This is an optimization exercise on Yosys and OpenROAD, whose aim is small area, not a production implementation.
Only simulation tests tie the RTL to the original design; equivalence was not proved.

$ cat config.mk
export PLATFORM = sky130hd
export DESIGN_NAME = jtcps2_decrypt
export DESIGN_NICKNAME = jtcps2_decrypt
export VERILOG_FILES = /design/flow/design.v
export SDC_FILE = /design/flow/constraint.sdc
export NUM_CORES = 4
export LEC_CHECK = 0
export CAP_MARGIN = 20
export CORE_MARGIN = 2
export CORE_UTILIZATION = 40
export SLEW_MARGIN = 20
$ cat design.v
module jtcps2_sbox(
    input  [ 7:0] din,
    input  [ 5:0] key,
    output [ 1:0] dout
);
parameter [127:0] LUT=128'd0;
parameter [ 17:0] LOC=24'd0;
parameter [  5:0] OK=6'd0;
wire [5:0] dex;
wire [5:0] addr;
generate
    genvar aux;
    for( aux=0; aux<6; aux=aux+1 ) begin : mux
        if( OK[aux] )
            assign dex[aux] = din[ LOC[ 3*(aux+1)-1:3*aux ] ];
        else
            assign dex[aux] = 0;
    end
endgenerate
assign addr = dex ^ key;
assign dout = { LUT[{addr,1'b1}], LUT[{addr,1'b0}] };
endmodule
module jtcps2_sbox_fn1_r1(
    input  [ 7:0] din,
    input  [23:0] key,
    output [ 7:0] dout
);
    jtcps2_sbox #(
        .LUT( {
        2'd3, 2'd1, 2'd0, 2'd2, 2'd3, 2'd1, 2'd3, 2'd2, 
        2'd2, 2'd2, 2'd3, 2'd2, 2'd1, 2'd2, 2'd2, 2'd1, 
        2'd0, 2'd0, 2'd1, 2'd0, 2'd0, 2'd3, 2'd1, 2'd1, 
        2'd1, 2'd3, 2'd1, 2'd3, 2'd0, 2'd0, 2'd2, 2'd2, 
        2'd2, 2'd1, 2'd1, 2'd1, 2'd2, 2'd3, 2'd3, 2'd2, 
        2'd2, 2'd2, 2'd3, 2'd1, 2'd2, 2'd1, 2'd1, 2'd1, 
        2'd2, 2'd1, 2'd3, 2'd0, 2'd3, 2'd0, 2'd2, 2'd3, 
        2'd1, 2'd1, 2'd0, 2'd1, 2'd0, 2'd2, 2'd2, 2'd0
        } ),
        .LOC( { 3'd0, 3'd0, 3'd6, 3'd5, 3'd4, 3'd3 } ),
        .OK ( 6'b00_1111 ))
    u_sbox_fn1_r1_0(
        .din ( din                  ),
        .key ( key[ 5:0 ]           ),
        .dout( { dout[6], dout[3] } )
    );
    jtcps2_sbox #(
        .LUT( {
        2'd0, 2'd0, 2'd3, 2'd2, 2'd3, 2'd1, 2'd3, 2'd2, 
        2'd2, 2'd2, 2'd3, 2'd1, 2'd1, 2'd3, 2'd2, 2'd3, 
        2'd1, 2'd2, 2'd1, 2'd0, 2'd2, 2'd1, 2'd1, 2'd1, 
        2'd1, 2'd3, 2'd3, 2'd3, 2'd2, 2'd3, 2'd1, 2'd0, 
        2'd3, 2'd3, 2'd3, 2'd0, 2'd3, 2'd2, 2'd2, 2'd1, 
        2'd2, 2'd0, 2'd0, 2'd0, 2'd3, 2'd1, 2'd3, 2'd2, 
        2'd3, 2'd2, 2'd0, 2'd0, 2'd0, 2'd1, 2'd2, 2'd1, 
        2'd1, 2'd1, 2'd1, 2'd2, 2'd2, 2'd2, 2'd0, 2'd3
        } ),
        .LOC( { 3'd0, 3'd7, 3'd4, 3'd2, 3'd1, 3'd0 } ),
        .OK ( 6'b01_1111 ))
    u_sbox_fn1_r1_1(
        .din ( din                  ),
        .key ( key[11:6 ]           ),
        .dout( { dout[7], dout[2] } )
    );
    jtcps2_sbox #(
        .LUT( {
        2'd0, 2'd0, 2'd0, 2'd2, 2'd2, 2'd0, 2'd2, 2'd1, 
        2'd1, 2'd1, 2'd3, 2'd1, 2'd3, 2'd2, 2'd1, 2'd3, 
        2'd0, 2'd1, 2'd2, 2'd0, 2'd1, 2'd0, 2'd1, 2'd2, 
        2'd0, 2'd2, 2'd0, 2'd1, 2'd2, 2'd1, 2'd3, 2'd2, 
        2'd0, 2'd1, 2'd0, 2'd0, 2'd1, 2'd0, 2'd2, 2'd0, 
        2'd2, 2'd0, 2'd3, 2'd2, 2'd1, 2'd0, 2'd1, 2'd0, 
        2'd3, 2'd2, 2'd3, 2'd3, 2'd0, 2'd2, 2'd1, 2'd3, 
        2'd2, 2'd2, 2'd0, 2'd1, 2'd1, 2'd3, 2'd0, 2'd3
        } ),
        .LOC( { 3'd7, 3'd6, 3'd3, 3'd2, 3'd1, 3'd0 } ),
        .OK ( 6'b11_1111 ))
    u_sbox_fn1_r1_2(
        .din ( din                  ),
        .key ( key[17:12]           ),
        .dout( { dout[1], dout[0] } )
    );
    jtcps2_sbox #(
        .LUT( {
        2'd3, 2'd3, 2'd1, 2'd1, 2'd0, 2'd3, 2'd0, 2'd0, 
        2'd3, 2'd3, 2'd1, 2'd2, 2'd0, 2'd2, 2'd3, 2'd3, 
        2'd0, 2'd2, 2'd3, 2'd2, 2'd2, 2'd1, 2'd1, 2'd3, 
        2'd1, 2'd0, 2'd1, 2'd0, 2'd1, 2'd0, 2'd1, 2'd2, 
        2'd2, 2'd0, 2'd0, 2'd0, 2'd3, 2'd1, 2'd0, 2'd1, 
        2'd0, 2'd1, 2'd2, 2'd3, 2'd3, 2'd1, 2'd2, 2'd2, 
        2'd1, 2'd2, 2'd3, 2'd1, 2'd2, 2'd3, 2'd2, 2'd1, 
        2'd1, 2'd2, 2'd2, 2'd0, 2'd3, 2'd0, 2'd2, 2'd3
        } ),
        .LOC( { 3'd7, 3'd6, 3'd5, 3'd3, 3'd1, 3'd0 } ),
        .OK ( 6'b11_1111 ))
    u_sbox_fn1_r1_3(
        .din ( din                  ),
        .key ( key[23:18]           ),
        .dout( { dout[5], dout[4] } )
    );
endmodule
module jtcps2_sbox_fn1_r2(
    input  [ 7:0] din,
    input  [23:0] key,
    output [ 7:0] dout
);
    jtcps2_sbox #(
        .LUT( {
        2'd0, 2'd3, 2'd1, 2'd0, 2'd2, 2'd1, 2'd2, 2'd1, 
        2'd2, 2'd2, 2'd1, 2'd0, 2'd3, 2'd1, 2'd0, 2'd3, 
        2'd2, 2'd1, 2'd2, 2'd3, 2'd1, 2'd0, 2'd3, 2'd3, 
        2'd0, 2'd2, 2'd1, 2'd0, 2'd1, 2'd2, 2'd2, 2'd0, 
        2'd2, 2'd1, 2'd3, 2'd2, 2'd2, 2'd3, 2'd2, 2'd3, 
        2'd3, 2'd3, 2'd1, 2'd3, 2'd3, 2'd0, 2'd3, 2'd1, 
        2'd3, 2'd1, 2'd2, 2'd0, 2'd1, 2'd0, 2'd3, 2'd0, 
        2'd1, 2'd3, 2'd0, 2'd3, 2'd0, 2'd2, 2'd3, 2'd3
        } ),
        .LOC( { 3'd0, 3'd6, 3'd3, 3'd2, 3'd1, 3'd0 } ),
        .OK ( 6'b01_1111 ))
    u_sbox_fn1_r2_0(
        .din ( din                  ),
        .key ( key[ 5:0 ]           ),
        .dout( { dout[6], dout[1] } )
    );
    jtcps2_sbox #(
        .LUT( {
        2'd0, 2'd2, 2'd0, 2'd3, 2'd2, 2'd3, 2'd0, 2'd2, 
        2'd3, 2'd1, 2'd2, 2'd1, 2'd3, 2'd2, 2'd1, 2'd0, 
        2'd3, 2'd0, 2'd1, 2'd2, 2'd1, 2'd2, 2'd1, 2'd2, 
        2'd3, 2'd2, 2'd0, 2'd1, 2'd0, 2'd2, 2'd2, 2'd2, 
        2'd3, 2'd1, 2'd2, 2'd3, 2'd2, 2'd1, 2'd0, 2'd1, 
        2'd0, 2'd1, 2'd2, 2'd2, 2'd1, 2'd0, 2'd3, 2'd3, 
        2'd2, 2'd3, 2'd2, 2'd0, 2'd0, 2'd2, 2'd0, 2'd1, 
        2'd1, 2'd0, 2'd3, 2'd1, 2'd2, 2'd3, 2'd2, 2'd1
        } ),
        .LOC( { 3'd0, 3'd7, 3'd6, 3'd5, 3'd4, 3'd2 } ),
        .OK ( 6'b01_1111 ))
    u_sbox_fn1_r2_1(
        .din ( din                  ),
        .key ( key[11:6 ]           ),
        .dout( { dout[7], dout[5] } )
    );
    jtcps2_sbox #(
        .LUT( {
        2'd3, 2'd1, 2'd3, 2'd2, 2'd3, 2'd0, 2'd0, 2'd2, 
        2'd2, 2'd1, 2'd1, 2'd1, 2'd2, 2'd2, 2'd2, 2'd1, 
        2'd0, 2'd0, 2'd1, 2'd1, 2'd2, 2'd3, 2'd3, 2'd1, 
        2'd0, 2'd3, 2'd1, 2'd3, 2'd0, 2'd3, 2'd1, 2'd1, 
        2'd2, 2'd2, 2'd2, 2'd3, 2'd3, 2'd3, 2'd0, 2'd1, 
        2'd3, 2'd2, 2'd2, 2'd2, 2'd1, 2'd3, 2'd1, 2'd1, 
        2'd0, 2'd0, 2'd3, 2'd1, 2'd2, 2'd2, 2'd2, 2'd0, 
        2'd1, 2'd0, 2'd1, 2'd1, 2'd2, 2'd0, 2'd1, 2'd0
        } ),
        .LOC( { 3'd7, 3'd5, 3'd4, 3'd3, 3'd2, 3'd1 } ),
        .OK ( 6'b11_1111 ))
    u_sbox_fn1_r2_2(
        .din ( din                  ),
        .key ( key[17:12]           ),
        .dout( { dout[3], dout[0] } )
    );
    jtcps2_sbox #(
        .LUT( {
        2'd3, 2'd3, 2'd2, 2'd1, 2'd0, 2'd1, 2'd3, 2'd1, 
        2'd1, 2'd1, 2'd1, 2'd0, 2'd1, 2'd0, 2'd1, 2'd0, 
        2'd3, 2'd1, 2'd1, 2'd2, 2'd2, 2'd2, 2'd1, 2'd2, 
        2'd0, 2'd2, 2'd3, 2'd0, 2'd3, 2'd3, 2'd3, 2'd1, 
        2'd0, 2'd3, 2'd0, 2'd3, 2'd0, 2'd3, 2'd0, 2'd0, 
        2'd0, 2'd1, 2'd2, 2'd1, 2'd0, 2'd3, 2'd3, 2'd1, 
        2'd1, 2'd3, 2'd0, 2'd1, 2'd1, 2'd1, 2'd2, 2'd1, 
        2'd0, 2'd2, 2'd3, 2'd3, 2'd3, 2'd0, 2'd1, 2'd2
        } ),
        .LOC( { 3'd7, 3'd6, 3'd4, 3'd3, 3'd1, 3'd0 } ),
        .OK ( 6'b11_1111 ))
    u_sbox_fn1_r2_3(
        .din ( din                  ),
        .key ( key[23:18]           ),
        .dout( { dout[4], dout[2] } )
    );
endmodule
module jtcps2_sbox_fn1_r3(
    input  [ 7:0] din,
    input  [23:0] key,
    output [ 7:0] dout
);
    jtcps2_sbox #(
        .LUT( {
        2'd3, 2'd3, 2'd3, 2'd3, 2'd3, 2'd1, 2'd3, 2'd0, 
        2'd0, 2'd0, 2'd2, 2'd0, 2'd1, 2'd0, 2'd0, 2'd2, 
        2'd3, 2'd3, 2'd1, 2'd0, 2'd2, 2'd3, 2'd1, 2'd0, 
        2'd3, 2'd3, 2'd2, 2'd1, 2'd1, 2'd0, 2'd0, 2'd3, 
        2'd3, 2'd2, 2'd0, 2'd0, 2'd0, 2'd0, 2'd0, 2'd3, 
        2'd0, 2'd1, 2'd2, 2'd2, 2'd3, 2'd2, 2'd1, 2'd0, 
        2'd2, 2'd3, 2'd0, 2'd0, 2'd0, 2'd2, 2'd0, 2'd2, 
        2'd0, 2'd1, 2'd1, 2'd3, 2'd3, 2'd0, 2'd0, 2'd0
        } ),
        .LOC( { 3'd0, 3'd7, 3'd6, 3'd5, 3'd1, 3'd0 } ),
        .OK ( 6'b01_1111 ))
    u_sbox_fn1_r3_0(
        .din ( din                  ),
        .key ( key[ 5:0 ]           ),
        .dout( { dout[5], dout[0] } )
    );
    jtcps2_sbox #(
        .LUT( {
        2'd3, 2'd1, 2'd1, 2'd1, 2'd2, 2'd0, 2'd3, 2'd1, 
        2'd3, 2'd1, 2'd2, 2'd0, 2'd3, 2'd2, 2'd2, 2'd1, 
        2'd0, 2'd1, 2'd2, 2'd0, 2'd1, 2'd3, 2'd2, 2'd3, 
        2'd0, 2'd3, 2'd3, 2'd2, 2'd1, 2'd2, 2'd0, 2'd3, 
        2'd1, 2'd2, 2'd2, 2'd1, 2'd2, 2'd0, 2'd1, 2'd0, 
        2'd0, 2'd1, 2'd1, 2'd1, 2'd3, 2'd2, 2'd0, 2'd1, 
        2'd2, 2'd0, 2'd2, 2'd3, 2'd0, 2'd3, 2'd2, 2'd2, 
        2'd0, 2'd3, 2'd2, 2'd0, 2'd3, 2'd2, 2'd3, 2'd2
        } ),
        .LOC( { 3'd0, 3'd7, 3'd6, 3'd4, 3'd3, 3'd2 } ),
        .OK ( 6'b01_1111 ))
    u_sbox_fn1_r3_1(
        .din ( din                  ),
        .key ( key[11:6 ]           ),
        .dout( { dout[7], dout[6] } )
    );
    jtcps2_sbox #(
        .LUT( {
        2'd0, 2'd0, 2'd0, 2'd2, 2'd3, 2'd0, 2'd0, 2'd0, 
        2'd0, 2'd3, 2'd2, 2'd0, 2'd0, 2'd1, 2'd1, 2'd3, 
        2'd0, 2'd3, 2'd1, 2'd0, 2'd2, 2'd1, 2'd1, 2'd3, 
        2'd2, 2'd1, 2'd0, 2'd0, 2'd2, 2'd1, 2'd1, 2'd2, 
        2'd0, 2'd3, 2'd0, 2'd0, 2'd0, 2'd2, 2'd1, 2'd3, 
        2'd2, 2'd0, 2'd0, 2'd2, 2'd0, 2'd1, 2'd3, 2'd2, 
        2'd1, 2'd0, 2'd0, 2'd2, 2'd2, 2'd2, 2'd1, 2'd2, 
        2'd2, 2'd1, 2'd3, 2'd1, 2'd1, 2'd2, 2'd0, 2'd3
        } ),
        .LOC( { 3'd6, 3'd5, 3'd4, 3'd3, 3'd2, 3'd0 } ),
        .OK ( 6'b11_1111 ))
    u_sbox_fn1_r3_2(
        .din ( din                  ),
        .key ( key[17:12]           ),
        .dout( { dout[4], dout[1] } )
    );
    jtcps2_sbox #(
        .LUT( {
        2'd0, 2'd1, 2'd1, 2'd3, 2'd0, 2'd3, 2'd2, 2'd0, 
        2'd1, 2'd3, 2'd2, 2'd2, 2'd3, 2'd3, 2'd3, 2'd0, 
        2'd0, 2'd1, 2'd2, 2'd2, 2'd2, 2'd3, 2'd2, 2'd1, 
        2'd1, 2'd2, 2'd0, 2'd3, 2'd0, 2'd3, 2'd3, 2'd1, 
        2'd2, 2'd3, 2'd3, 2'd0, 2'd1, 2'd2, 2'd2, 2'd0, 
        2'd0, 2'd1, 2'd1, 2'd3, 2'd3, 2'd0, 2'd1, 2'd1, 
        2'd1, 2'd1, 2'd1, 2'd0, 2'd1, 2'd2, 2'd3, 2'd3, 
        2'd2, 2'd3, 2'd1, 2'd2, 2'd0, 2'd0, 2'd1, 2'd0
        } ),
        .LOC( { 3'd7, 3'd5, 3'd3, 3'd2, 3'd1, 3'd0 } ),
        .OK ( 6'b11_1111 ))
    u_sbox_fn1_r3_3(
        .din ( din                  ),
        .key ( key[23:18]           ),
        .dout( { dout[3], dout[2] } )
    );
endmodule
module jtcps2_sbox_fn1_r4(
    input  [ 7:0] din,
    input  [23:0] key,
    output [ 7:0] dout
);
    jtcps2_sbox #(
        .LUT( {
        2'd0, 2'd3, 2'd3, 2'd1, 2'd0, 2'd3, 2'd1, 2'd3, 
        2'd0, 2'd3, 2'd1, 2'd2, 2'd0, 2'd0, 2'd0, 2'd2, 
        2'd2, 2'd1, 2'd0, 2'd2, 2'd3, 2'd2, 2'd1, 2'd3, 
        2'd2, 2'd3, 2'd1, 2'd2, 2'd3, 2'd0, 2'd1, 2'd0, 
        2'd2, 2'd1, 2'd0, 2'd2, 2'd3, 2'd2, 2'd3, 2'd0, 
        2'd3, 2'd2, 2'd1, 2'd2, 2'd1, 2'd0, 2'd3, 2'd3, 
        2'd2, 2'd0, 2'd2, 2'd1, 2'd0, 2'd3, 2'd2, 2'd3, 
        2'd3, 2'd1, 2'd0, 2'd1, 2'd1, 2'd1, 2'd1, 2'd1
        } ),
        .LOC( { 3'd7, 3'd5, 3'd4, 3'd3, 3'd2, 3'd1 } ),
        .OK ( 6'b11_1111 ))
    u_sbox_fn1_r4_0(
        .din ( din                  ),
        .key ( key[ 5:0 ]           ),
        .dout( { dout[4], dout[0] } )
    );
    jtcps2_sbox #(
        .LUT( {
        2'd0, 2'd1, 2'd2, 2'd2, 2'd3, 2'd3, 2'd1, 2'd0, 
        2'd0, 2'd1, 2'd1, 2'd3, 2'd1, 2'd0, 2'd3, 2'd0, 
        2'd1, 2'd0, 2'd2, 2'd0, 2'd2, 2'd0, 2'd3, 2'd0, 
        2'd3, 2'd0, 2'd3, 2'd2, 2'd0, 2'd3, 2'd1, 2'd1, 
        2'd0, 2'd0, 2'd3, 2'd3, 2'd2, 2'd2, 2'd0, 2'd1, 
        2'd0, 2'd2, 2'd0, 2'd0, 2'd1, 2'd3, 2'd2, 2'd2, 
        2'd2, 2'd1, 2'd3, 2'd0, 2'd3, 2'd1, 2'd3, 2'd3, 
        2'd2, 2'd0, 2'd1, 2'd0, 2'd0, 2'd0, 2'd0, 2'd3
        } ),
        .LOC( { 3'd6, 3'd5, 3'd3, 3'd2, 3'd1, 3'd0 } ),
        .OK ( 6'b11_1111 ))
    u_sbox_fn1_r4_1(
        .din ( din                  ),
        .key ( key[11:6 ]           ),
        .dout( { dout[3], dout[1] } )
    );
    jtcps2_sbox #(
        .LUT( {
        2'd0, 2'd3, 2'd1, 2'd1, 2'd3, 2'd3, 2'd2, 2'd1, 
        2'd3, 2'd0, 2'd3, 2'd2, 2'd1, 2'd1, 2'd1, 2'd2, 
        2'd1, 2'd0, 2'd0, 2'd2, 2'd2, 2'd0, 2'd1, 2'd1, 
        2'd2, 2'd2, 2'd2, 2'd0, 2'd3, 2'd2, 2'd0, 2'd3, 
        2'd0, 2'd1, 2'd0, 2'd0, 2'd1, 2'd0, 2'd2, 2'd3, 
        2'd2, 2'd3, 2'd3, 2'd2, 2'd2, 2'd1, 2'd0, 2'd3, 
        2'd0, 2'd3, 2'd0, 2'd0, 2'd2, 2'd3, 2'd0, 2'd2, 
        2'd1, 2'd3, 2'd1, 2'd0, 2'd2, 2'd1, 2'd1, 2'd0
        } ),
        .LOC( { 3'd7, 3'd6, 3'd5, 3'd4, 3'd2, 3'd0 } ),
        .OK ( 6'b11_1111 ))
    u_sbox_fn1_r4_2(
        .din ( din                  ),
        .key ( key[17:12]           ),
        .dout( { dout[6], dout[2] } )
    );
    jtcps2_sbox #(
        .LUT( {
        2'd0, 2'd0, 2'd3, 2'd2, 2'd1, 2'd2, 2'd2, 2'd2, 
        2'd0, 2'd0, 2'd0, 2'd3, 2'd0, 2'd0, 2'd1, 2'd3, 
        2'd0, 2'd3, 2'd2, 2'd3, 2'd2, 2'd3, 2'd3, 2'd0, 
        2'd1, 2'd1, 2'd2, 2'd1, 2'd3, 2'd1, 2'd1, 2'd1, 
        2'd3, 2'd3, 2'd1, 2'd2, 2'd0, 2'd0, 2'd2, 2'd3, 
        2'd3, 2'd2, 2'd2, 2'd0, 2'd3, 2'd3, 2'd1, 2'd0, 
        2'd2, 2'd0, 2'd2, 2'd3, 2'd1, 2'd1, 2'd2, 2'd2, 
        2'd3, 2'd0, 2'd1, 2'd0, 2'd2, 2'd2, 2'd1, 2'd0
        } ),
        .LOC( { 3'd7, 3'd6, 3'd4, 3'd3, 3'd1, 3'd0 } ),
        .OK ( 6'b11_1111 ))
    u_sbox_fn1_r4_3(
        .din ( din                  ),
        .key ( key[23:18]           ),
        .dout( { dout[7], dout[5] } )
    );
endmodule
module jtcps2_sbox_fn2_r1(
    input  [ 7:0] din,
    input  [23:0] key,
    output [ 7:0] dout
);
    jtcps2_sbox #(
        .LUT( {
        2'd1, 2'd3, 2'd1, 2'd1, 2'd3, 2'd1, 2'd2, 2'd2, 
        2'd1, 2'd1, 2'd3, 2'd0, 2'd2, 2'd0, 2'd1, 2'd1, 
        2'd2, 2'd1, 2'd0, 2'd3, 2'd2, 2'd0, 2'd3, 2'd0, 
        2'd3, 2'd3, 2'd2, 2'd2, 2'd1, 2'd0, 2'd1, 2'd0, 
        2'd0, 2'd3, 2'd1, 2'd2, 2'd0, 2'd3, 2'd2, 2'd2, 
        2'd2, 2'd0, 2'd2, 2'd0, 2'd2, 2'd1, 2'd0, 2'd2, 
        2'd1, 2'd0, 2'd2, 2'd3, 2'd1, 2'd0, 2'd1, 2'd1, 
        2'd3, 2'd0, 2'd0, 2'd3, 2'd0, 2'd2, 2'd0, 2'd2
        } ),
        .LOC( { 3'd0, 3'd7, 3'd5, 3'd4, 3'd3, 3'd0 } ),
        .OK ( 6'b01_1111 ))
    u_sbox_fn2_r1_0(
        .din ( din                  ),
        .key ( key[ 5:0 ]           ),
        .dout( { dout[7], dout[6] } )
    );
    jtcps2_sbox #(
        .LUT( {
        2'd0, 2'd3, 2'd1, 2'd1, 2'd1, 2'd3, 2'd2, 2'd2, 
        2'd3, 2'd3, 2'd3, 2'd0, 2'd2, 2'd1, 2'd1, 2'd3, 
        2'd2, 2'd1, 2'd1, 2'd0, 2'd1, 2'd0, 2'd2, 2'd2, 
        2'd2, 2'd2, 2'd2, 2'd2, 2'd3, 2'd1, 2'd3, 2'd1, 
        2'd1, 2'd1, 2'd3, 2'd3, 2'd3, 2'd1, 2'd0, 2'd2, 
        2'd2, 2'd2, 2'd2, 2'd0, 2'd2, 2'd2, 2'd3, 2'd1, 
        2'd0, 2'd0, 2'd1, 2'd1, 2'd0, 2'd2, 2'd0, 2'd3, 
        2'd1, 2'd0, 2'd2, 2'd0, 2'd3, 2'd0, 2'd1, 2'd1
        } ),
        .LOC( { 3'd0, 3'd6, 3'd4, 3'd3, 3'd2, 3'd1 } ),
        .OK ( 6'b01_1111 ))
    u_sbox_fn2_r1_1(
        .din ( din                  ),
        .key ( key[11:6 ]           ),
        .dout( { dout[5], dout[3] } )
    );
    jtcps2_sbox #(
        .LUT( {
        2'd3, 2'd1, 2'd1, 2'd3, 2'd1, 2'd2, 2'd3, 2'd1, 
        2'd0, 2'd2, 2'd3, 2'd2, 2'd0, 2'd0, 2'd0, 2'd3, 
        2'd1, 2'd0, 2'd3, 2'd2, 2'd3, 2'd2, 2'd0, 2'd0, 
        2'd0, 2'd2, 2'd0, 2'd0, 2'd1, 2'd1, 2'd0, 2'd2, 
        2'd2, 2'd0, 2'd0, 2'd0, 2'd2, 2'd1, 2'd3, 2'd2, 
        2'd1, 2'd0, 2'd0, 2'd2, 2'd1, 2'd3, 2'd2, 2'd1, 
        2'd1, 2'd2, 2'd1, 2'd0, 2'd1, 2'd2, 2'd2, 2'd1, 
        2'd3, 2'd3, 2'd3, 2'd3, 2'd2, 2'd2, 2'd0, 2'd1
        } ),
        .LOC( { 3'd7, 3'd6, 3'd5, 3'd4, 3'd2, 3'd1 } ),
        .OK ( 6'b11_1111 ))
    u_sbox_fn2_r1_2(
        .din ( din                  ),
        .key ( key[17:12]           ),
        .dout( { dout[4], dout[1] } )
    );
    jtcps2_sbox #(
        .LUT( {
        2'd0, 2'd2, 2'd2, 2'd3, 2'd1, 2'd0, 2'd3, 2'd0, 
        2'd0, 2'd0, 2'd3, 2'd1, 2'd2, 2'd1, 2'd3, 2'd3, 
        2'd2, 2'd2, 2'd2, 2'd0, 2'd1, 2'd0, 2'd0, 2'd3, 
        2'd1, 2'd2, 2'd1, 2'd0, 2'd0, 2'd0, 2'd3, 2'd2, 
        2'd1, 2'd0, 2'd3, 2'd3, 2'd0, 2'd0, 2'd0, 2'd3, 
        2'd2, 2'd0, 2'd0, 2'd1, 2'd3, 2'd0, 2'd3, 2'd2, 
        2'd1, 2'd2, 2'd3, 2'd3, 2'd1, 2'd1, 2'd2, 2'd3, 
        2'd1, 2'd3, 2'd2, 2'd3, 2'd0, 2'd3, 2'd3, 2'd1
        } ),
        .LOC( { 3'd7, 3'd6, 3'd5, 3'd3, 3'd2, 3'd0 } ),
        .OK ( 6'b11_1111 ))
    u_sbox_fn2_r1_3(
        .din ( din                  ),
        .key ( key[23:18]           ),
        .dout( { dout[2], dout[0] } )
    );
endmodule
module jtcps2_sbox_fn2_r2(
    input  [ 7:0] din,
    input  [23:0] key,
    output [ 7:0] dout
);
    jtcps2_sbox #(
        .LUT( {
        2'd0, 2'd1, 2'd1, 2'd2, 2'd1, 2'd2, 2'd1, 2'd1, 
        2'd0, 2'd0, 2'd2, 2'd0, 2'd0, 2'd3, 2'd3, 2'd0, 
        2'd2, 2'd0, 2'd1, 2'd1, 2'd1, 2'd2, 2'd1, 2'd3, 
        2'd0, 2'd3, 2'd3, 2'd1, 2'd1, 2'd2, 2'd2, 2'd2, 
        2'd3, 2'd2, 2'd0, 2'd2, 2'd2, 2'd2, 2'd1, 2'd3, 
        2'd3, 2'd2, 2'd3, 2'd2, 2'd1, 2'd0, 2'd1, 2'd1, 
        2'd3, 2'd0, 2'd3, 2'd1, 2'd1, 2'd0, 2'd0, 2'd3, 
        2'd1, 2'd3, 2'd0, 2'd3, 2'd0, 2'd3, 2'd1, 2'd3
        } ),
        .LOC( { 3'd0, 3'd0, 3'd6, 3'd4, 3'd2, 3'd0 } ),
        .OK ( 6'b00_1111 ))
    u_sbox_fn2_r2_0(
        .din ( din                  ),
        .key ( key[ 5:0 ]           ),
        .dout( { dout[6], dout[4] } )
    );
    jtcps2_sbox #(
        .LUT( {
        2'd0, 2'd2, 2'd1, 2'd0, 2'd0, 2'd3, 2'd1, 2'd1, 
        2'd3, 2'd0, 2'd3, 2'd3, 2'd2, 2'd0, 2'd1, 2'd3, 
        2'd3, 2'd2, 2'd0, 2'd2, 2'd1, 2'd2, 2'd0, 2'd2, 
        2'd1, 2'd1, 2'd0, 2'd2, 2'd1, 2'd0, 2'd3, 2'd2, 
        2'd0, 2'd1, 2'd0, 2'd2, 2'd2, 2'd1, 2'd2, 2'd3, 
        2'd3, 2'd3, 2'd1, 2'd2, 2'd2, 2'd1, 2'd3, 2'd0, 
        2'd3, 2'd2, 2'd0, 2'd2, 2'd1, 2'd1, 2'd1, 2'd3, 
        2'd2, 2'd1, 2'd2, 2'd3, 2'd3, 2'd0, 2'd3, 2'd0
        } ),
        .LOC( { 3'd7, 3'd6, 3'd5, 3'd4, 3'd3, 3'd1 } ),
        .OK ( 6'b11_1111 ))
    u_sbox_fn2_r2_1(
        .din ( din                  ),
        .key ( key[11:6 ]           ),
        .dout( { dout[3], dout[0] } )
    );
    jtcps2_sbox #(
        .LUT( {
        2'd1, 2'd2, 2'd0, 2'd1, 2'd2, 2'd3, 2'd2, 2'd1, 
        2'd2, 2'd2, 2'd0, 2'd2, 2'd2, 2'd3, 2'd0, 2'd3, 
        2'd3, 2'd0, 2'd3, 2'd2, 2'd1, 2'd0, 2'd2, 2'd1, 
        2'd1, 2'd1, 2'd0, 2'd1, 2'd2, 2'd2, 2'd3, 2'd3, 
        2'd1, 2'd3, 2'd2, 2'd1, 2'd1, 2'd0, 2'd0, 2'd3, 
        2'd0, 2'd1, 2'd1, 2'd2, 2'd3, 2'd2, 2'd2, 2'd1, 
        2'd3, 2'd0, 2'd1, 2'd1, 2'd2, 2'd2, 2'd2, 2'd1, 
        2'd0, 2'd1, 2'd2, 2'd3, 2'd1, 2'd2, 2'd0, 2'd0
        } ),
        .LOC( { 3'd7, 3'd5, 3'd4, 3'd3, 3'd1, 3'd0 } ),
        .OK ( 6'b11_1111 ))
    u_sbox_fn2_r2_2(
        .din ( din                  ),
        .key ( key[17:12]           ),
        .dout( { dout[7], dout[1] } )
    );
    jtcps2_sbox #(
        .LUT( {
        2'd0, 2'd2, 2'd3, 2'd2, 2'd2, 2'd1, 2'd0, 2'd0, 
        2'd3, 2'd1, 2'd0, 2'd1, 2'd0, 2'd1, 2'd1, 2'd1, 
        2'd1, 2'd3, 2'd2, 2'd3, 2'd0, 2'd2, 2'd3, 2'd0, 
        2'd0, 2'd0, 2'd1, 2'd1, 2'd3, 2'd3, 2'd3, 2'd2, 
        2'd2, 2'd1, 2'd2, 2'd2, 2'd0, 2'd0, 2'd2, 2'd2, 
        2'd1, 2'd3, 2'd2, 2'd1, 2'd3, 2'd2, 2'd3, 2'd3, 
        2'd0, 2'd3, 2'd2, 2'd3, 2'd0, 2'd2, 2'd3, 2'd1, 
        2'd0, 2'd2, 2'd2, 2'd0, 2'd2, 2'd1, 2'd2, 2'd0
        } ),
        .LOC( { 3'd7, 3'd6, 3'd5, 3'd3, 3'd2, 3'd1 } ),
        .OK ( 6'b11_1111 ))
    u_sbox_fn2_r2_3(
        .din ( din                  ),
        .key ( key[23:18]           ),
        .dout( { dout[5], dout[2] } )
    );
endmodule
module jtcps2_sbox_fn2_r3(
    input  [ 7:0] din,
    input  [23:0] key,
    output [ 7:0] dout
);
    jtcps2_sbox #(
        .LUT( {
        2'd1, 2'd3, 2'd3, 2'd2, 2'd0, 2'd1, 2'd2, 2'd1, 
        2'd0, 2'd3, 2'd3, 2'd3, 2'd0, 2'd0, 2'd0, 2'd0, 
        2'd0, 2'd2, 2'd3, 2'd3, 2'd3, 2'd2, 2'd2, 2'd0, 
        2'd2, 2'd2, 2'd3, 2'd1, 2'd1, 2'd2, 2'd1, 2'd1, 
        2'd2, 2'd1, 2'd2, 2'd3, 2'd2, 2'd0, 2'd1, 2'd1, 
        2'd0, 2'd0, 2'd1, 2'd3, 2'd3, 2'd0, 2'd2, 2'd0, 
        2'd1, 2'd0, 2'd0, 2'd3, 2'd3, 2'd1, 2'd2, 2'd2, 
        2'd3, 2'd1, 2'd3, 2'd2, 2'd1, 2'd2, 2'd1, 2'd2
        } ),
        .LOC( { 3'd0, 3'd0, 3'd6, 3'd4, 3'd3, 3'd2 } ),
        .OK ( 6'b00_1111 ))
    u_sbox_fn2_r3_0(
        .din ( din                  ),
        .key ( key[ 5:0 ]           ),
        .dout( { dout[5], dout[3] } )
    );
    jtcps2_sbox #(
        .LUT( {
        2'd0, 2'd0, 2'd3, 2'd2, 2'd2, 2'd2, 2'd0, 2'd1, 
        2'd3, 2'd3, 2'd0, 2'd2, 2'd3, 2'd1, 2'd3, 2'd1, 
        2'd0, 2'd0, 2'd2, 2'd0, 2'd0, 2'd1, 2'd0, 2'd2, 
        2'd2, 2'd0, 2'd0, 2'd1, 2'd2, 2'd0, 2'd0, 2'd3, 
        2'd2, 2'd1, 2'd1, 2'd0, 2'd2, 2'd3, 2'd2, 2'd2, 
        2'd3, 2'd2, 2'd1, 2'd0, 2'd1, 2'd3, 2'd1, 2'd3, 
        2'd0, 2'd3, 2'd0, 2'd1, 2'd1, 2'd1, 2'd0, 2'd2, 
        2'd0, 2'd3, 2'd0, 2'd1, 2'd3, 2'd3, 2'd2, 2'd3
        } ),
        .LOC( { 3'd0, 3'd7, 3'd5, 3'd3, 3'd1, 3'd0 } ),
        .OK ( 6'b01_1111 ))
    u_sbox_fn2_r3_1(
        .din ( din                  ),
        .key ( key[11:6 ]           ),
        .dout( { dout[2], dout[0] } )
    );
    jtcps2_sbox #(
        .LUT( {
        2'd1, 2'd3, 2'd3, 2'd0, 2'd1, 2'd2, 2'd0, 2'd2, 
        2'd0, 2'd3, 2'd1, 2'd3, 2'd2, 2'd2, 2'd2, 2'd3, 
        2'd1, 2'd2, 2'd3, 2'd2, 2'd0, 2'd3, 2'd1, 2'd0, 
        2'd2, 2'd1, 2'd0, 2'd0, 2'd2, 2'd2, 2'd2, 2'd1, 
        2'd2, 2'd0, 2'd0, 2'd0, 2'd1, 2'd2, 2'd2, 2'd3, 
        2'd3, 2'd0, 2'd3, 2'd0, 2'd3, 2'd1, 2'd3, 2'd2, 
        2'd2, 2'd3, 2'd2, 2'd1, 2'd3, 2'd1, 2'd0, 2'd0, 
        2'd0, 2'd3, 2'd3, 2'd2, 2'd0, 2'd1, 2'd2, 2'd2
        } ),
        .LOC( { 3'd7, 3'd5, 3'd3, 3'd2, 3'd1, 3'd0 } ),
        .OK ( 6'b11_1111 ))
    u_sbox_fn2_r3_2(
        .din ( din                  ),
        .key ( key[17:12]           ),
        .dout( { dout[6], dout[1] } )
    );
    jtcps2_sbox #(
        .LUT( {
        2'd1, 2'd1, 2'd2, 2'd2, 2'd0, 2'd3, 2'd2, 2'd0, 
        2'd3, 2'd3, 2'd2, 2'd2, 2'd0, 2'd2, 2'd2, 2'd3, 
        2'd2, 2'd3, 2'd2, 2'd2, 2'd0, 2'd0, 2'd1, 2'd2, 
        2'd1, 2'd1, 2'd1, 2'd2, 2'd0, 2'd1, 2'd3, 2'd3, 
        2'd2, 2'd1, 2'd1, 2'd1, 2'd3, 2'd3, 2'd1, 2'd0, 
        2'd2, 2'd1, 2'd1, 2'd2, 2'd1, 2'd1, 2'd1, 2'd0, 
        2'd0, 2'd2, 2'd2, 2'd1, 2'd1, 2'd0, 2'd1, 2'd3, 
        2'd3, 2'd1, 2'd2, 2'd0, 2'd2, 2'd3, 2'd2, 2'd1
        } ),
        .LOC( { 3'd7, 3'd6, 3'd5, 3'd4, 3'd2, 3'd0 } ),
        .OK ( 6'b11_1111 ))
    u_sbox_fn2_r3_3(
        .din ( din                  ),
        .key ( key[23:18]           ),
        .dout( { dout[7], dout[4] } )
    );
endmodule
module jtcps2_sbox_fn2_r4(
    input  [ 7:0] din,
    input  [23:0] key,
    output [ 7:0] dout
);
    jtcps2_sbox #(
        .LUT( {
        2'd0, 2'd1, 2'd1, 2'd3, 2'd3, 2'd1, 2'd1, 2'd1, 
        2'd3, 2'd3, 2'd0, 2'd2, 2'd1, 2'd0, 2'd1, 2'd1, 
        2'd1, 2'd3, 2'd2, 2'd1, 2'd1, 2'd0, 2'd0, 2'd2, 
        2'd3, 2'd1, 2'd3, 2'd2, 2'd0, 2'd2, 2'd0, 2'd3, 
        2'd1, 2'd0, 2'd2, 2'd3, 2'd2, 2'd2, 2'd3, 2'd3, 
        2'd2, 2'd0, 2'd3, 2'd2, 2'd0, 2'd2, 2'd1, 2'd0, 
        2'd2, 2'd0, 2'd1, 2'd0, 2'd2, 2'd1, 2'd1, 2'd1, 
        2'd3, 2'd3, 2'd1, 2'd2, 2'd1, 2'd1, 2'd0, 2'd2
        } ),
        .LOC( { 3'd0, 3'd7, 3'd6, 3'd3, 3'd1, 3'd0 } ),
        .OK ( 6'b01_1111 ))
    u_sbox_fn2_r4_0(
        .din ( din                  ),
        .key ( key[ 5:0 ]           ),
        .dout( { dout[3], dout[0] } )
    );
    jtcps2_sbox #(
        .LUT( {
        2'd2, 2'd0, 2'd1, 2'd2, 2'd3, 2'd1, 2'd2, 2'd3, 
        2'd2, 2'd3, 2'd3, 2'd0, 2'd2, 2'd1, 2'd0, 2'd0, 
        2'd0, 2'd3, 2'd1, 2'd0, 2'd1, 2'd0, 2'd3, 2'd3, 
        2'd3, 2'd1, 2'd3, 2'd2, 2'd2, 2'd1, 2'd2, 2'd2, 
        2'd3, 2'd3, 2'd2, 2'd3, 2'd2, 2'd0, 2'd1, 2'd2, 
        2'd0, 2'd1, 2'd2, 2'd0, 2'd1, 2'd0, 2'd1, 2'd1, 
        2'd0, 2'd1, 2'd0, 2'd1, 2'd2, 2'd2, 2'd2, 2'd0, 
        2'd1, 2'd3, 2'd3, 2'd0, 2'd1, 2'd2, 2'd2, 2'd1
        } ),
        .LOC( { 3'd6, 3'd5, 3'd4, 3'd2, 3'd1, 3'd0 } ),
        .OK ( 6'b11_1111 ))
    u_sbox_fn2_r4_1(
        .din ( din                  ),
        .key ( key[11:6 ]           ),
        .dout( { dout[7], dout[4] } )
    );
    jtcps2_sbox #(
        .LUT( {
        2'd3, 2'd1, 2'd1, 2'd2, 2'd3, 2'd0, 2'd0, 2'd1, 
        2'd2, 2'd3, 2'd2, 2'd1, 2'd2, 2'd1, 2'd0, 2'd0, 
        2'd3, 2'd1, 2'd0, 2'd1, 2'd0, 2'd2, 2'd3, 2'd3, 
        2'd1, 2'd1, 2'd3, 2'd0, 2'd0, 2'd1, 2'd3, 2'd0, 
        2'd2, 2'd1, 2'd2, 2'd0, 2'd1, 2'd2, 2'd2, 2'd3, 
        2'd1, 2'd2, 2'd2, 2'd2, 2'd1, 2'd0, 2'd1, 2'd3, 
        2'd2, 2'd3, 2'd0, 2'd0, 2'd1, 2'd1, 2'd2, 2'd0, 
        2'd0, 2'd3, 2'd2, 2'd3, 2'd1, 2'd2, 2'd3, 2'd2
        } ),
        .LOC( { 3'd7, 3'd5, 3'd4, 3'd3, 3'd2, 3'd0 } ),
        .OK ( 6'b11_1111 ))
    u_sbox_fn2_r4_2(
        .din ( din                  ),
        .key ( key[17:12]           ),
        .dout( { dout[2], dout[1] } )
    );
    jtcps2_sbox #(
        .LUT( {
        2'd1, 2'd2, 2'd3, 2'd1, 2'd0, 2'd0, 2'd3, 2'd2, 
        2'd3, 2'd1, 2'd2, 2'd3, 2'd2, 2'd0, 2'd3, 2'd0, 
        2'd2, 2'd3, 2'd1, 2'd1, 2'd3, 2'd0, 2'd1, 2'd0, 
        2'd3, 2'd3, 2'd1, 2'd2, 2'd2, 2'd0, 2'd3, 2'd1, 
        2'd0, 2'd3, 2'd0, 2'd2, 2'd3, 2'd2, 2'd2, 2'd3, 
        2'd0, 2'd2, 2'd0, 2'd1, 2'd2, 2'd3, 2'd0, 2'd1, 
        2'd3, 2'd0, 2'd0, 2'd2, 2'd1, 2'd1, 2'd3, 2'd3, 
        2'd1, 2'd2, 2'd2, 2'd2, 2'd3, 2'd0, 2'd0, 2'd2
        } ),
        .LOC( { 3'd7, 3'd6, 3'd5, 3'd4, 3'd3, 3'd2 } ),
        .OK ( 6'b11_1111 ))
    u_sbox_fn2_r4_3(
        .din ( din                  ),
        .key ( key[23:18]           ),
        .dout( { dout[6], dout[5] } )
    );
endmodule
module jtcps2_fn1(
    input             clk,
    input      [15:0] din,
    input      [63:0] key,
    output reg [15:0] dout
);
reg  [95:0] full_keys;
reg  [23:0] key1, key2, key3, key4;
wire [ 7:0] pre_r1, pre_r2, pre_r3, pre_r4;
wire [ 7:0] r0, r1, r2, r3, r4,
            l0, l1, l2, l3, l4;
wire [15:0] pre_out;
reg  [ 7:0] latch_r3;
assign r1 = pre_r1 ^ l0;
assign r2 = pre_r2 ^ l1;
assign r3 = latch_r3 ^ l2;
assign r4 = pre_r4 ^ l3;
assign pre_out = { l4, r4 };
assign l0 = { din[12], din[11], din[ 9], din[8], din[5], din[3], din[1], din[ 0] };
assign r0 = { din[14], din[15], din[13], din[2], din[7], din[6], din[4], din[10] };
assign l1 = r0;
assign l2 = r1;
assign l3 = r2;
assign l4 = r3;
always @(posedge clk) begin
    {
    dout[14], dout[15], dout[13], dout[ 2],
    dout[ 7], dout[ 6], dout[ 4], dout[10],
    dout[12], dout[11], dout[ 9], dout[ 8],
    dout[ 5], dout[ 3], dout[ 1], dout[ 0]
    } <= pre_out;
    latch_r3 <= pre_r3;
end
always @(*) begin
    full_keys = {
        key[17], key[44], key[28], key[52], key[31], key[ 2], key[14], key[23],
        key[40], key[45], key[42], key[26], key[ 7], key[22], key[63], key[24],
        key[ 9], key[54], key[57], key[51], key[56], key[62], key[61], key[59],
        key[ 2], key[48], key[29], key[62], key[11], key[13], key[25], key[38],
        key[51], key[45], key[ 4], key[ 5], key[46], key[16], key[44], key[50],
        key[ 1], key[63], key[15], key[ 8], key[18], key[35], key[33], key[27],
        key[60], key[59], key[54], key[55], key[ 8], key[20], key[53], key[57],
        key[37], key[46], key[47], key[18], key[25], key[52], key[41], key[21],
        key[14], key[43], key[42], key[ 6], key[35], key[32], key[13], key[48],
        key[21], key[61], key[12], key[34], key[ 6], key[43], key[39], key[27],
        key[19], key[23], key[41], key[10], key[53], key[ 5], key[16], key[ 3],
        key[30], key[22], key[31], key[ 0], key[36], key[49], key[58], key[33]
    };
    full_keys[5:4  ] = full_keys[5:4  ] ^ full_keys[2:1 ];
    full_keys[ 11  ] = full_keys[11   ] ^ full_keys[8   ];
    full_keys[24+5 ] = full_keys[24+5 ] ^ full_keys[24  ];
    full_keys[24+11] = full_keys[24+11] ^ full_keys[24+8];
    full_keys[48+5 ] = full_keys[48+5 ] ^ full_keys[48+1];
    full_keys[48+11] = full_keys[48+11] ^ full_keys[48+8];
    {key4, key3, key2, key1 } = full_keys;
end
jtcps2_sbox_fn1_r1 u_r1(
    .din    (   r0      ),
    .key    ( key1      ),
    .dout   ( pre_r1    )
);
jtcps2_sbox_fn1_r2 u_r2(
    .din    (   r1      ),
    .key    ( key2      ),
    .dout   ( pre_r2    )
);
jtcps2_sbox_fn1_r3 u_r3(
    .din    (   r2      ),
    .key    ( key3      ),
    .dout   ( pre_r3    )
);
jtcps2_sbox_fn1_r4 u_r4(
    .din    (   r3      ),
    .key    ( key4      ),
    .dout   ( pre_r4    )
);
endmodule
module jtcps2_fn2(
    input          clk,
    input   [15:0] din,
    input   [15:0] key,
    input   [63:0] master_key,
    output  [15:0] dout
);
reg  [63:0] kext, kpre;
reg  [95:0] full_keys;
reg  [23:0] key1, key2, key3, key4;
wire [ 7:0] pre_r1, pre_r2, pre_r3, pre_r4;
wire [ 7:0] r0, r1, r2, r3, r4,
            l0, l1, l2, l3, l4;
wire [15:0] pre_out;
reg  [ 7:0] latch_r3;
assign r1 = pre_r1 ^ l0;
assign r2 = pre_r2 ^ l1;
assign r3 = latch_r3 ^ l2;
assign r4 = pre_r4 ^ l3;
assign pre_out = { l4, r4 };
assign l0 = { din[11], din[12], din[15], din[8], din[10], din[9], din[5], din[3] };
assign r0 = { din[ 7], din[14], din[ 4], din[1], din[13], din[2], din[0], din[6] };
assign l1 = r0;
assign l2 = r1;
assign l3 = r2;
assign l4 = r3;
assign {
    dout[ 7], dout[14], dout[ 4], dout[ 1],
    dout[13], dout[ 2], dout[ 0], dout[ 6],
    dout[11], dout[12], dout[15], dout[ 8],
    dout[10], dout[ 9], dout[ 5], dout[ 3]
} = pre_out;
always @(posedge clk) begin
    latch_r3 <= pre_r3;
end
always @(*) begin
    kpre = {
        key[ 3], key[13], key[ 6], key[ 8], key[ 9], key[ 0], key[15], key[ 1],
        key[10], key[ 2], key[ 5], key[ 4], key[ 7], key[12], key[11], key[14],
        key[ 3], key[14], key[ 5], key[13], key[ 8], key[15], key[ 7], key[11],
        key[ 1], key[12], key[ 9], key[ 6], key[ 0], key[ 2], key[10], key[ 4],
        key[ 3], key[15], key[ 0], key[ 8], key[10], key[ 6], key[ 1], key[ 4],
        key[14], key[ 9], key[11], key[13], key[ 2], key[ 7], key[12], key[ 5],
        key[11], key[13], key[ 7], key[12], key[ 2], key[ 3], key[ 8], key[ 1],
        key[ 6], key[15], key[ 0], key[ 4], key[ 9], key[14], key[10], key[ 5]
    };
    kext = kpre ^ master_key;
    full_keys = {
        kext[26], kext[ 8], kext[28], kext[23], kext[52], kext[55], kext[33], kext[21],
        kext[ 2], kext[44], kext[45], kext[51], kext[49], kext[14], kext[59], kext[ 3],
        kext[35], kext[50], kext[ 0], kext[10], kext[48], kext[53], kext[30], kext[12],
        kext[32], kext[59], kext[60], kext[48], kext[62], kext[56], kext[16], kext[33],
        kext[63], kext[11], kext[36], kext[24], kext[27], kext[26], kext[41], kext[31],
        kext[57], kext[49], kext[30], kext[12], kext[39], kext[29], kext[37], kext[46],
        kext[19], kext[ 2], kext[ 7], kext[22], kext[42], kext[15], kext[ 4], kext[ 5],
        kext[57], kext[55], kext[38], kext[47], kext[25], kext[17], kext[61], kext[56],
        kext[ 3], kext[31], kext[40], kext[54], kext[62], kext[16], kext[23], kext[63],
        kext[19], kext[39], kext[43], kext[11], kext[ 6], kext[15], kext[60], kext[20],
        kext[ 1], kext[18], kext[58], kext[29], kext[ 7], kext[28], kext[13], kext[47],
        kext[61], kext[38], kext[54], kext[44], kext[24], kext[32], kext[ 9], kext[34]
    };
    full_keys[  5  ] = full_keys[5    ] ^ full_keys[0   ];
    full_keys[ 11  ] = full_keys[11   ] ^ full_keys[6   ];
    full_keys[24+5 ] = full_keys[24+5 ] ^ full_keys[24  ];
    full_keys[24+4 ] = full_keys[24+4 ] ^ full_keys[24+1];
    full_keys[48+5 ] = full_keys[48+5 ] ^ full_keys[48+2];
    full_keys[48+4 ] = full_keys[48+4 ] ^ full_keys[48+3];
    full_keys[48+11] = full_keys[48+11] ^ full_keys[48+7];
    full_keys[72+5 ] = full_keys[72+5 ] ^ full_keys[72+1];
    {key4, key3, key2, key1 } = full_keys;
end
jtcps2_sbox_fn2_r1 u_r1(
    .din    (   r0      ),
    .key    ( key1      ),
    .dout   ( pre_r1    )
);
jtcps2_sbox_fn2_r2 u_r2(
    .din    (   r1      ),
    .key    ( key2      ),
    .dout   ( pre_r2    )
);
jtcps2_sbox_fn2_r3 u_r3(
    .din    (   r2      ),
    .key    ( key3      ),
    .dout   ( pre_r3    )
);
jtcps2_sbox_fn2_r4 u_r4(
    .din    (   r3      ),
    .key    ( key4      ),
    .dout   ( pre_r4    )
);
endmodule
module jtcps2_keyload(
    input             clk,
    input             rst,
    input      [ 7:0] din,
    input             din_we,
    output     [15:0] addr_rng,
    output     [63:0] key,
    output            dec_en
);
reg          last_din_we;
wire [159:0] cfg;
reg  [159:0] raw;
reg          dec_en_reg;
always @(posedge clk, posedge rst) begin
    if( rst ) begin
        last_din_we <= 0;
        raw <= 160'd0;
        dec_en_reg <= 0;
    end else begin
        last_din_we <= din_we;
        if( din_we && !last_din_we ) begin
            raw <= { din, raw[159:8] };
        end
        dec_en_reg <= (addr_rng[15:0] != ~16'h0);
    end
end
assign dec_en   = dec_en_reg;
assign key      = cfg[63:0];
assign addr_rng = cfg[159:144];
assign cfg={
raw[ 10], raw[ 11], raw[ 12], raw[ 13], raw[ 14], raw[ 15], raw[  0], raw[  1],
raw[  2], raw[  3], raw[  4], raw[  5], raw[  6], raw[  7], raw[152], raw[153],
raw[ 26], raw[ 27], raw[ 28], raw[ 29], raw[ 30], raw[ 31], raw[ 16], raw[ 17],
raw[ 18], raw[ 19], raw[ 20], raw[ 21], raw[ 22], raw[ 23], raw[  8], raw[  9],
raw[ 42], raw[ 43], raw[ 44], raw[ 45], raw[ 46], raw[ 47], raw[ 32], raw[ 33],
raw[ 34], raw[ 35], raw[ 36], raw[ 37], raw[ 38], raw[ 39], raw[ 24], raw[ 25],
raw[ 58], raw[ 59], raw[ 60], raw[ 61], raw[ 62], raw[ 63], raw[ 48], raw[ 49],
raw[ 50], raw[ 51], raw[ 52], raw[ 53], raw[ 54], raw[ 55], raw[ 40], raw[ 41],
raw[ 74], raw[ 75], raw[ 76], raw[ 77], raw[ 78], raw[ 79], raw[ 64], raw[ 65],
raw[ 66], raw[ 67], raw[ 68], raw[ 69], raw[ 70], raw[ 71], raw[ 56], raw[ 57],
raw[ 90], raw[ 91], raw[ 92], raw[ 93], raw[ 94], raw[ 95], raw[ 80], raw[ 81],
raw[ 82], raw[ 83], raw[ 84], raw[ 85], raw[ 86], raw[ 87], raw[ 72], raw[ 73],
raw[122], raw[123], raw[124], raw[125], raw[126], raw[127], raw[112], raw[113],
raw[114], raw[115], raw[116], raw[117], raw[118], raw[119], raw[104], raw[105],
raw[106], raw[107], raw[108], raw[109], raw[110], raw[111], raw[ 96], raw[ 97],
raw[ 98], raw[ 99], raw[100], raw[101], raw[102], raw[103], raw[ 88], raw[ 89],
raw[154], raw[155], raw[156], raw[157], raw[158], raw[159], raw[144], raw[145],
raw[146], raw[147], raw[148], raw[149], raw[150], raw[151], raw[136], raw[137],
raw[138], raw[139], raw[140], raw[141], raw[142], raw[143], raw[128], raw[129],
raw[130], raw[131], raw[132], raw[133], raw[134], raw[135], raw[120], raw[121]
};
endmodule
module jtcps2_dec_ctrl(
    input             clk,
    input             rom_ok,
    output            rom_ok_out,
    input      [15:0] range,
    input      [23:1] addr,
    input      [ 2:0] fc,
    input             en,
    input      [15:0] din,
    input      [15:0] dec,
    output reg [15:0] dout
);
reg en_latch;
reg [1:0] ok_sh;
assign rom_ok_out = ok_sh[0];
wire op_fetch = fc[1:0]==2'b10;
always @(posedge clk) begin
    en_latch <= op_fetch && en && (addr[14+:10] <= range[9:0]);
    ok_sh    <= { ok_sh[0], rom_ok };
    dout     <= en_latch ? dec : din;
end
endmodule
module jtcps2_decrypt(
    input             rst,
    input             clk,
    input      [ 7:0] prog_din,
    input             prog_we,
    input      [ 2:0] fc,
    output            dec_en,
    input             rom_ok,
    output            rom_ok_out,
    input      [23:1] addr,
    input      [15:0] din,
    output     [15:0] dout
);
wire [63:0] master_key;
wire [15:0] addr_rng, dec_data, addr_key;
jtcps2_keyload u_keyload(
    .rst       ( rst           ),
    .clk       ( clk           ),
    .din       ( prog_din      ),
    .din_we    ( prog_we       ),
    .addr_rng  ( addr_rng      ),
    .key       ( master_key    ),
    .dec_en    ( dec_en        )
);
jtcps2_fn1 u_fn1(
    .clk       ( clk           ),
    .din       ( addr[16:1]    ),
    .key       ( master_key    ),
    .dout      ( addr_key      )
);
jtcps2_fn2 u_fn2(
    .clk       ( clk           ),
    .din       ( din           ),
    .master_key( master_key    ),
    .key       ( addr_key      ),
    .dout      ( dec_data      )
);
jtcps2_dec_ctrl u_ctrl(
    .clk       ( clk           ),
    .rom_ok    ( rom_ok        ),
    .rom_ok_out( rom_ok_out    ),
    .fc        ( fc            ),
    .en        ( dec_en        ),
    .addr      ( addr          ),
    .range     ( addr_rng      ),
    .din       ( din           ),
    .dec       ( dec_data      ),
    .dout      ( dout          )
);
endmodule
$ cat constraint.sdc
create_clock -name core_clock -period 8.0 [get_ports {clk}]
set_input_delay 1.6000 -clock core_clock [delete_from_list [all_inputs] [get_ports {clk}]]
set_output_delay 1.6000 -clock core_clock [all_outputs]
set_load 0.01 [all_outputs]
$ cat run.sh
#!/bin/bash
# synth_recipe.tcl (not shown) runs the flow's synth.tcl, then flattens the netlist and writes it again
# the make line also repeats each setting of config.mk as NAME=value (left out here)
make -C /OpenROAD-flow-scripts/flow DESIGN_CONFIG=/design/flow/config.mk WORK_HOME=/design/flow/orfs CLKGATE_MAP_FILE= SYNTH_SCRIPT=/design/flow/synth_recipe.tcl finish
==> results of run 1 <==
## path summary, 6_finish.rpt
| path | to | slack [ns] | depth (start not counted) |
|---|---|---|---|
| setup / recovery | u_fn2.latch_r3[0] | 0.75 | 24 |
| hold / removal | u_keyload.raw[0] | 0.49 | 2 |
| setup reg to reg | u_fn1.latch_r3[3] | 1.72 | 23 |
| hold reg to reg | u_keyload.raw[0] | 0.49 | 2 |
| max in group asynchronous | u_keyload.raw[133] | 5.47 | 3 |
| min in group asynchronous | u_keyload.raw[155] | 1.43 | 2 |
## routing by layer
metal	global-route usage	wire [um]
met1	0.300	29800
met2	0.377	31900
met3	0.0301	3850
met4	0.0713	2320
met5	0	0
## Yosys cell counts (15+ instances only)
cell type	count
nand3_1	44
and2_1	18
mux4_2	24
inv_1	138
clkbuf_1	80
nor2_1	106
dfxtp_1	50
a31oi_1	29
mux2_2	181
nand2_1	143
xor2_1	118
buf_2	37
o211ai_1	40
o22ai_1	15
nand2b_1	19
mux2i_1	85
xnor3_1	31
and3_1	18
a21oi_1	96
or3_1	16
o21ai_0	125
xnor2_1	237
ha_1	200
nor3_1	51
a211oi_1	49
dfrtp_1	162
## worst max-delay path: stages
cell             delay (ns)
clkdlybuf4s50_1        0.69
xnor2_1                0.18
xnor2_1                0.45
inv_1                  0.19
ha_1                   0.23
or3_1                  0.37
a31oi_1                0.23
a21oi_2                0.11
xnor2_1                0.38
xnor2_1                0.19
buf_4                  0.18
ha_1                   0.20
or2_2                  0.32
mux2_2                 0.26
a221oi_1               0.30
a32o_2                 0.24
xnor2_4                0.15
xor2_2                 0.21
inv_2                  0.06
ha_1                   0.19
o21ai_0                0.15
o21ai_0                0.11
mux2_2                 0.26
mux4_2                 0.43
## per-stage QoR
stage	hold slack [ns]	setup WS, ns	cell area, sq um
finish	0.485	0.746	25900
global route	0.515	0.302	25900
CTS	0.493	0.814	25900
detailed placement	0.479	0.237	25000
global placement	0.469	0.343	25000
floorplan	0.446	0.849	22900
## final cells by class
| type | instances | area share |
|---|---|---|
| flip-flops and latches | 212 | 0.195 |
| repair buffers | 211 | 0.0692 |
| clock inverters | 12 | 0.00517 |
| inverters | 142 | 0.0208 |
| multi-input cells | 1950 | 0.645 |
| clock buffers | 36 | 0.0277 |
| well taps | 756 | 0.0365 |
## cells by family (layout without fill, tap and decap cells)
logic type      Yosys count  after routing  synth area share
xor+xnor                419            419             0.198
compound gates          558            558             0.170
simple gates            481            481             0.102
flops                   212            212             0.221
buf+inv                 274            401            0.0483
mux                     292            292             0.151
fa+ha+maj               200            200             0.109
==> run summary, run 1 <==
Port Buf Inserts=70; FF+latch area=5050 sq um; synthesized cell area=22900 sq um; hpwl dp=52800 um; HP Start=u_keyload.raw[8]; H-Tree Depth=1; CP Max Fanout=5; initial antenna violation count=1; Final GP Congestion=0.923; detailed-route wire length=67900 um; Mapped Cells=2436; Ports=72; Starting Density=0.405; Die Area=59100 sq um; multi-input logic area=16700 sq um; buffer depth of the longest clock path=3; Critical path origin=din[2]; clk sinks=212; Most used DFF post-synth=dfrtp_1; fillers=5441; fmax=138 MHz; Worst Path Arrival=7.69 ns; syn nets=2690; Antenna Cells=0; DRC viols=0; final hold viol count=0; dpl cells=3270; Pre-antenna DRT Iters=8; ys async rst share=0.764; post-synth top area share=0.177; FF-to-FF Start=u_keyload.raw[96]; Clock Tree Root=clkbuf_16; Slew headroom=0.339; hold_buf cts=0; Cell variety after synth=103; Largest regs=u_keyload.raw (160), u_ctrl.dout (16), u_fn1.dout (16); global-route wire length before repair=106000 um; chip height=243 um; Tightest Pin Transition=0.988 ns; Layout area overhead=13.3%; YS warnings=4; Post-synth EDFFs=0; final worst path period share=0.907; Worst Setup Start Kind=input port; # nets final=2797; share of cells above drive strength 1=0.177; worst hold path type=reg -> reg; critical path class=in -> reg; outcome=finished clean; crit path capture type=flip-flop; remaining global-route overflow=0; CTS tree=built; WL/cell=20.5 um; number of global-route vias before repair=18500; core footprint=56400 sq um; most common cell after layout, fill and taps aside=xnor2_1; FF+latch count, synth=212; antenna viol nets, final=0; final setup fails=0; clock latency on the worst-skew pair=0.57 ns; max-cap violation count=0; vias per std cell=5.67; Critical Path RT=8.44 ns; worst clock skew=0.0219 ns; Util after Layout=0.459; Num CTS Buffers=26; Final Max Slew Viols=0; dominant cells by area after synthesis=dfrtp_1, ha_1, xnor2_1, mux2_2, xor2_1; Initial DRC Count=1710; sequential area share after synthesis=0.221; Clk pin slew, worst setup/hold paths=0.06 ns; Total GRT Usage=0.225; Final Critical Period=7.25 ns; Site Rows=87; width of the die=243 um; vias post-DR=18800; most frequent cells in the layout=xnor2_1, ha_1, mux2_2; Largest Register=u_keyload.raw; PostCTS Resize Cnt=0; Post-Route Setup TNS=0 ns; max reg flops=160; post-CTS setup buffers=0; top cell type by total area after synthesis=dfrtp_1; largest net degree at the start of global routing=173; Synth Area per Inst=9.38 sq um; unrepaired setup endpoints after global routing=false; Non-Filler Instances=3319
==> run 2: changes to the inputs <==
==> flow/run.sh (new file) <==
#!/bin/bash
# Standard ORFS layout, but without yosys's half/full-adder extraction and with the ABC area script.
bash standard.sh ADDER_MAP_FILE= ABC_AREA=1 finish > standard.log 2>&1
==> standard.sh (new file) <==
#!/bin/bash
# synth_recipe.tcl (not shown) runs the flow's synth.tcl, then flattens the netlist and writes it again
# the make line also repeats each setting of config.mk as NAME=value (left out here)
make -C /OpenROAD-flow-scripts/flow DESIGN_CONFIG=/design/flow/config.mk WORK_HOME=/design/flow/orfs CLKGATE_MAP_FILE= SYNTH_SCRIPT=/design/flow/synth_recipe.tcl "${@:-finish}"
removed: run.sh
==> run 2 against run 1 <==
  * Global-route usage up 4.4 points
  * Critical endpoint is now u_fn1.latch_r3[1]
  * Non-clock buffer count decreased by 135
  * Area after synthesis is 9.0% lower
  * Setup slack gained 1.4 ns
  * Core utilization decreased by 1.1 points
  * Die area shrank 8.9%
  * Wire length up 8.0%
  * First-iteration DRC count up 17%
  * Register-to-register slack better by 1.6 ns
==> run summary, run 2 <==
Slew headroom=0.298; Tightest Pin Transition=1.05 ns; FF+latch area=5050 sq um; Largest regs=u_keyload.raw (160), u_ctrl.dout (16), u_fn1.dout (16); WL/cell=18.9 um; fillers=5229; post-CTS setup buffers=0; # nets final=3231; Critical Path RT=8.51 ns; Final Max Slew Viols=0; outcome=finished clean; buffer depth of the longest clock path=3; FF+latch count, synth=212; global-route wire length before repair=111000 um; clock latency on the worst-skew pair=0.62 ns; worst clock skew=0.0479 ns; fmax=172 MHz; Clock Tree Root=clkbuf_16; Util after Layout=0.448; Post-synth top cells=nand2_1, nand3_1, inv_1; initial antenna violation count=2; vias per std cell=5.45; final worst path period share=0.726; final hold viol count=0; multi-input logic area=14200 sq um; Post-Route Setup TNS=0 ns; antenna viol nets, final=0; vias post-DR=21200; Largest Register=u_keyload.raw; Total GRT Usage=0.269; Starting Density=0.405; most common cell after layout, fill and taps aside=nand2_1; Initial DRC Count=1994; R2R depth=27; Port Buf Inserts=70; Post-synth EDFFs=0; syn nets=3198; critical path class=in -> reg; worst slack, placed=1.68 ns; clk sinks=212; Final Critical Period=5.81 ns; top cell type by total area after synthesis=dfrtp_1; Site Rows=83; worst hold path type=reg -> reg; Worst Path Arrival=6.32 ns; YS warnings=4; Ports=72; CTS tree=built; Worst Setup Start Kind=input port; synthesized cell area=20800 sq um; dominant cells by area after synthesis=dfrtp_1, nand2_1, nand3_1, dfxtp_1, inv_1; core footprint=51300 sq um; FF-to-FF Start=u_keyload.raw[101]; max reg flops=160; Clk pin slew, worst setup/hold paths=0.06 ns; reg-to-reg endpoint=u_fn1.latch_r3[1]; ys async rst share=0.764; number of global-route vias before repair=19300; DRC viols=0; CP max stage cell=clkdlybuf4s50_1; Pre-antenna DRT Iters=8; Critical path origin=addr[16]; worst setup path endpoint=u_fn1.latch_r3[1]; detailed-route wire length=73300 um; chip height=232 um; Die Area=53800 sq um; Final GP Congestion=0.997; Mapped Cells=3144; CP Max Fanout=11; crit path capture type=flip-flop; Cell variety after synth=60; post-synth top area share=0.195; HP Start=u_keyload.raw[91]; width of the die=232 um; remaining global-route overflow=0; Most used DFF post-synth=dfrtp_1; most numerous cell in the Yosys netlist=nand2_1; max-cap violation count=0; hold_buf cts=0; unrepaired setup endpoints after global routing=false; Antenna Cells=0; Worst path most repeated cell=nand2_1; H-Tree Depth=1; hpwl dp=58800 um; max incr delay on CP=0.78 ns; final setup fails=0; Layout area overhead=10.7%; worst setup margin=2.19 ns; share of cells above drive strength 1=0.160; PostCTS Resize Cnt=0; reg-to-reg slack, setup=3.27 ns; sequential area share after synthesis=0.243; Synth Area per Inst=6.61 sq um; Num CTS Buffers=28; largest net degree at the start of global routing=109; most frequent cells in the layout=nand2_1, nand3_1, inv_1
run 2: logic make-up (layout without fill, tap and decap cells):
kind of cell	count (synthesis)	after routing	share of synthesized area
AOI/OAI and AO/OA	383	383	0.102
xor gates and xnor gates	208	208	0.117
buffers and inverters	391	446	0.0755
DFF	212	212	0.243
muxes	80	80	0.0433
and+or+nand+nor	1870	1870	0.418
run 2: layout make-up:
cell class | count | share of cell area
Multi-Input combinational cell | 2541 | 0.616
Clock buffer | 36 | 0.0339
Clock inverter | 16 | 0.00799
Timing Repair Buffer | 76 | 0.0324
Tap cell | 680 | 0.0370
Sequential cell | 212 | 0.220
Inverter | 318 | 0.0526
run 2: worst min path at each step:
stage	end	slack (ns)	cells past startpoint
3_5_place_dp	u_keyload.raw[94]	0.47	2
2_1_floorplan	u_keyload.raw[80]	0.45	2
3_3_place_gp	u_keyload.raw[81]	0.47	2
4_1_cts	u_keyload.raw[94]	0.49	2
6_report	u_keyload.raw[91]	0.49	2
5_1_grt	u_keyload.raw[91]	0.51	2
run 2: stage by stage:
stage	area [sq um]	hold slack [ns]	std cells
2_1_floorplan	20800	0.449	3144
3_3_place_gp	22000	0.465	3827
3_5_place_dp	22000	0.474	3827
4_1_cts	23000	0.494	3879
5_1_grt	23000	0.511	3879
6_report	23000	0.491	3879
run 2: routing by layer:
layer	GRT usage	share of wire
met4	0.106	0.045
met2	0.412	0.43
met1	0.364	0.44
met3	0.0661	0.085
met5	0	0
run 2: critical path: cells and delay by family:
| kind | cells | cell delay (ns) |
|---|---|---|
| simple gates | 20 | 1.93 |
| compound gates | 2 | 0.28 |
| buf+inv | 4 | 1.27 |
| xor+xnor | 2 | 1.22 |

==> separate check: timing with driven ports <==
No port has a modelled driver above. Below, the same layouts with a new extraction and two added sets of constraints. Step 1 assumes that a clkbuf_16 drives the clock port and a buf_2 every other input. Step 2 moves the port delays by t, midway between the first and last clock arrival at a register: inputs arrive t later, outputs are due t later. That takes back most of the time a late clock gives input paths. Three values: ideal, step 1, step 2; two values: the first two.
run	t, ns	setup WS [ns]	worst register clock-pin slew, ns
run 1	0.615	0.746 / 0.776 / 0.161	0.07 / 0.07
run 2	0.649	2.195 / 2.227 / 1.578	0.07 / 0.07
After both steps setup and hold are still met in every run listed. For run 2, which loses most, drivers alone change the setup slack by +0.032 ns; drivers and shift together by -0.617 ns.
